Source: an optimization exercise on an open RTL-to-GDS flow (aim: small area). Production flows keep margins and buffers that such runs may drop. RTL that was checked went through simulation tests only; none was proved equivalent to the original. No driver is modelled on the clock port, so clock power and skew are understated where the tree is cut down; a real chip needs a root buffer or a tree. Power and IR drop assume default switching activity.

==> module top, before the edit <==
module top #(
    parameter CLKS_PER_BIT = 234
)
(
    input wire clk,
    input wire rst_n,
    input wire uart_rx,
    output wire uart_tx
);
    reg [7:0] tcnt_r;
    wire tick = tcnt_r[7] & tcnt_r[6] & tcnt_r[5] & tcnt_r[3] & tcnt_r[0];
    always @(posedge clk) begin
        if (!rst_n || tick)
            tcnt_r <= 8'd0;
        else
            tcnt_r <= tcnt_r + 8'd1;
    end
    reg        rx_active_r;
    reg [5:0]  dcnt_r;
    reg [31:0] a_sr_r;
    reg        carry_r;
    wire rx_bit   = uart_rx;
    wire dtick    = tick && rx_active_r;          
    wire b_half   = dcnt_r[5];
    wire a_bit    = a_sr_r[0];
    wire sum_bit  = rx_bit ^ a_bit ^ carry_r;
    wire carry_nx = (rx_bit & a_bit) | (carry_r & (rx_bit ^ a_bit));
    wire last_bit = dtick && (dcnt_r == 6'd63);   
    always @(posedge clk) begin
        if (!rst_n) begin
            rx_active_r <= 1'b0;
            dcnt_r      <= 6'd0;
        end else if (tick) begin
            if (!rx_active_r) begin
                if (!rx_bit)
                    rx_active_r <= 1'b1;
            end else begin
                dcnt_r <= dcnt_r + 6'd1;
                if (dcnt_r[2:0] == 3'd7)
                    rx_active_r <= 1'b0;
            end
        end
    end
    always @(posedge clk) begin
        if (dtick) begin
            a_sr_r  <= {rx_bit, a_sr_r[31:1]};
            carry_r <= b_half & carry_nx;         
        end
    end
    reg [3:0] tx_frm_r;
    reg       tx_r;
    always @(posedge clk) begin
        if (!rst_n) begin
            tx_frm_r <= 4'd0;
            tx_r     <= 1'b1;
        end else if (tick) begin
            if (last_bit)
                tx_frm_r <= 4'd1;
            else if (tx_frm_r == 4'd11)
                tx_frm_r <= 4'd0;
            else if (tx_frm_r != 4'd0)
                tx_frm_r <= tx_frm_r + 4'd1;
            if (tx_frm_r != 4'd0)
                tx_r <= (tx_frm_r == 4'd1) || (tx_frm_r == 4'd11) ||
                        ((tx_frm_r == 4'd3) && carry_r);
            else if (b_half)
                tx_r <= rx_active_r ? sum_bit : rx_bit;
            else
                tx_r <= 1'b1;
        end
    end
    assign uart_tx = tx_r;
endmodule
Settings: LEC_CHECK=0, CAP_MARGIN=20, CORE_MARGIN=2, CORE_UTILIZATION=40, SLEW_MARGIN=20; clock period 37.037 ns.
run.sh (not shown) runs the stock make flow with config.mk's settings and CLKGATE_MAP_FILE= SYNTH_SCRIPT=/design/flow/synth_recipe.tcl, a recipe that flattens the netlist after the stock synthesis.
Rerun with:
--- a/flow/design.v
+++ b/flow/design.v
@@ -7,11 +7,11 @@
     input wire rst_n,
     input wire uart_rx,
     output wire uart_tx
 );
     reg [7:0] tcnt_r;
-    wire tick = tcnt_r[7] & tcnt_r[6] & tcnt_r[5] & tcnt_r[3] & tcnt_r[0];
+    wire tick = (tcnt_r == CLKS_PER_BIT - 1);
     always @(posedge clk) begin
         if (!rst_n || tick)
             tcnt_r <= 8'd0;
         else
             tcnt_r <= tcnt_r + 8'd1;
Design area goes up by about 0.5%; power climbs by about 1%; combinational power goes up by 34%; sequential share of layout area falls by 0.32 points; via count climbs by about 4.5%.
For the first run of this note, only the layout was checked, not whether the RTL still works.


== main ==
The RTL this note starts from:
==> flow/design.v <==
`timescale 1ns/1ps
module top #(
    parameter CLKS_PER_BIT = 234
)
(
    input wire clk,
    input wire rst_n,
    input wire uart_rx,
    output wire uart_tx
);
    reg [7:0] tcnt_r;
    wire [8:0] tinc = {1'b0, tcnt_r} + 9'd1;
    wire tick = tinc[8];
    always @(posedge clk) begin
        if (!rst_n)
            tcnt_r <= 8'd22;
        else
            tcnt_r <= tinc[7:0] | {3'b000, tick, 1'b0, tick, tick, 1'b0};
    end
    reg        rx_active_r;
    reg [5:0]  dcnt_r;
    reg [31:0] a_sr_r;
    reg        carry_r;
    wire rx_bit   = uart_rx;
    wire dtick    = tick && rx_active_r;          
    wire b_half   = dcnt_r[5];
    wire a_bit    = a_sr_r[0];
    wire sum_bit  = rx_bit ^ a_bit ^ carry_r;
    wire carry_nx = (rx_bit & a_bit) | (carry_r & (rx_bit ^ a_bit));
    wire last_bit = dtick && (dcnt_r == 6'd63);   
    always @(posedge clk) begin
        if (!rst_n) begin
            rx_active_r <= 1'b0;
            dcnt_r      <= 6'd0;
        end else if (tick) begin
            if (!rx_active_r) begin
                if (!rx_bit)
                    rx_active_r <= 1'b1;
            end else begin
                dcnt_r <= dcnt_r + 6'd1;
                if (dcnt_r[2:0] == 3'd7)
                    rx_active_r <= 1'b0;
            end
        end
    end
    always @(posedge clk) begin
        if (dtick) begin
            a_sr_r  <= {rx_bit, a_sr_r[31:1]};
            carry_r <= b_half & carry_nx;         
        end
    end
    reg [3:0] tx_frm_r;
    reg       tx_r;
    wire      frm_on = |tx_frm_r;
    always @(posedge clk) begin
        if (!rst_n) begin
            tx_frm_r <= 4'd0;
            tx_r     <= 1'b1;
        end else if (tick) begin
            if (last_bit)
                tx_frm_r <= 4'd6;
            else if (frm_on)
                tx_frm_r <= tx_frm_r + 4'd1;
            if (frm_on)
                tx_r <= (!tx_frm_r[3] && !tx_frm_r[0]) ||
                        (tx_frm_r == 4'd8 && carry_r);
            else if (b_half)
                tx_r <= rx_active_r ? sum_bit : rx_bit;
            else
                tx_r <= 1'b1;
        end
    end
    assign uart_tx = tx_r;
endmodule
clock: 37.037 ns
lec_check: 0
cap_margin: 20
core_margin: 2
core_utilization: 40
slew_margin: 20
standard.sh (not shown) runs the stock make flow with config.mk's settings and CLKGATE_MAP_FILE= SYNTH_SCRIPT=/design/flow/synth_recipe.tcl, a recipe that flattens the netlist after the stock synthesis.
==> flow/flow/run.sh <==
#!/bin/bash
# Layout flow: the standard ORFS flow (standard.sh) with these changes:
#  - synthesis is the standard script, but abc maps the logic with an
#    area-oriented script (flow/area.abc); flip-flop mapping is unchanged;
#  - the ports are buffered with the smallest buffer, buf_1;
#  - after clock tree synthesis, flow/clock_tree.tcl replaces the tree with
#    four buf_4 cells fed straight from the clock port, one per group of
#    nearby flip-flops, and shrinks oversized repair buffers to buf_4.
# Each ORFS step writes its own log under orfs/logs; make's output goes to
# flow_make.log.
set -euo pipefail
F=$PWD/flow
export MY_ABC_SCRIPT=$F/area.abc
bash standard.sh \
  SYNTH_SCRIPT=$F/synth.tcl \
  "BUFFER_PORTS_ARGS=-buffer_cell sky130_fd_sc_hd__buf_1" \
  POST_CTS_TCL=$F/clock_tree.tcl \
  finish > flow_make.log 2>&1
Other scripts of this flow, unchanged in this note and not shown: flow/flow/area.abc, flow/flow/clock_tree.tcl, flow/flow/synth.tcl
For the feature branch, these inputs were changed with respect to main:
-- flow/design.v --
<<< main, line 10
);
    reg [7:0] tcnt_r;
    wire [8:0] tinc = {1'b0, tcnt_r} + 9'd1;
    wire tick = tinc[8];
    always @(posedge clk) begin
        if (!rst_n)
            tcnt_r <= 8'd22;
        else
            tcnt_r <= tinc[7:0] | {3'b000, tick, 1'b0, tick, tick, 1'b0};
    end
    reg        rx_active_r;
>>> the feature branch, line 10
);
    reg [7:0] tcnt_r;
    wire tick = ~(tcnt_r[7] | tcnt_r[6] | tcnt_r[5] | tcnt_r[2] | tcnt_r[1] | tcnt_r[0]);
    wire tfb  = tcnt_r[7] ^ tcnt_r[4] ^ tcnt_r[2] ^ tcnt_r[0];
    always @(posedge clk) begin
        if (!rst_n || tick)
            tcnt_r <= 8'h12;
        else
            tcnt_r <= {tcnt_r[6:0], tfb};
    end
    reg        rx_active_r;
<<< main, line 59
        end else if (tick) begin
            if (last_bit)
                tx_frm_r <= 4'd6;
            else if (frm_on)
                tx_frm_r <= tx_frm_r + 4'd1;
            if (frm_on)
                tx_r <= (!tx_frm_r[3] && !tx_frm_r[0]) ||
                        (tx_frm_r == 4'd8 && carry_r);
            else if (b_half)
                tx_r <= rx_active_r ? sum_bit : rx_bit;
>>> the feature branch, line 59
        end else if (tick) begin
            if (last_bit)
                tx_frm_r <= 4'd10;
            else if (frm_on)
                tx_frm_r <= tx_frm_r - 4'd1;
            if (frm_on)
                tx_r <= tx_frm_r[3] & ~tx_frm_r[0] & (tx_frm_r[1] | carry_r);
            else if (b_half)
                tx_r <= rx_active_r ? sum_bit : rx_bit;
### Flow results
Between main and the feature branch, achievable clock frequency is lower for main, the feature branch comes in above that.
When the final numbers for main and the feature branch were put side by side, the post-synthesis sequential area ratio turned out to be smaller in main.
As of the feature branch, number of nets in the synthesized netlist had fallen by more than 10% compared to main.
Measured against the feature branch, the synthesized cell count of main comes out at 1.11 times the reference value.
Relative to main, the worst-case hold slack of the feature branch is higher by 9.1 ps.
The shortest clock period the worst path allows after layout number comes out higher for main vs the feature branch.
The feature branch — global-route usage 1.1 points lower, main as reference
From main to the feature branch the numbers moved as follows: synthesis-to-finish area growth grew by 0.38 points, global-route wire length before repair decreased 12%.
In every run of this note, the design's own scripts or RTL, not TritonCTS, make the clock network.

-- re-timing with driven ports --
Ports are ideal in the flow. The routed layouts listed here were re-timed in OpenROAD. Step 1 assumes that a clkbuf_16 drives the clock port and a buf_2 every other input. Step 2 also shifts input and output timing later by t, the mid clock arrival at the registers, as if the neighbouring blocks saw the same clock. a / b / c = no drivers / after step 1 / after step 2; a / b = the first two.
| run | t, ns | setup slack, ns | worst register clock-pin slew, ns | cell pins on the clock port's net |
|---|---|---|---|---|
| the first run of note 1 | 0.322 | 28.191 / 28.187 / 27.865 | 0.09 / 0.09 | 1 |
| the second run of note 1 | 0.324 | 28.365 / 28.371 / 28.047 | 0.09 / 0.09 | 1 |
| main | 0.193 | 28.602 / 28.626 / 28.433 | 0.12 / 0.12 | 4 |
| the feature branch | 0.189 | 28.670 / 28.694 / 28.505 | 0.11 / 0.11 | 4 |
After both steps every run listed still meets setup and hold. The setup slack of the first run of note 1, which loses most, moves by -0.004 ns with the drivers and by -0.326 ns with both steps.
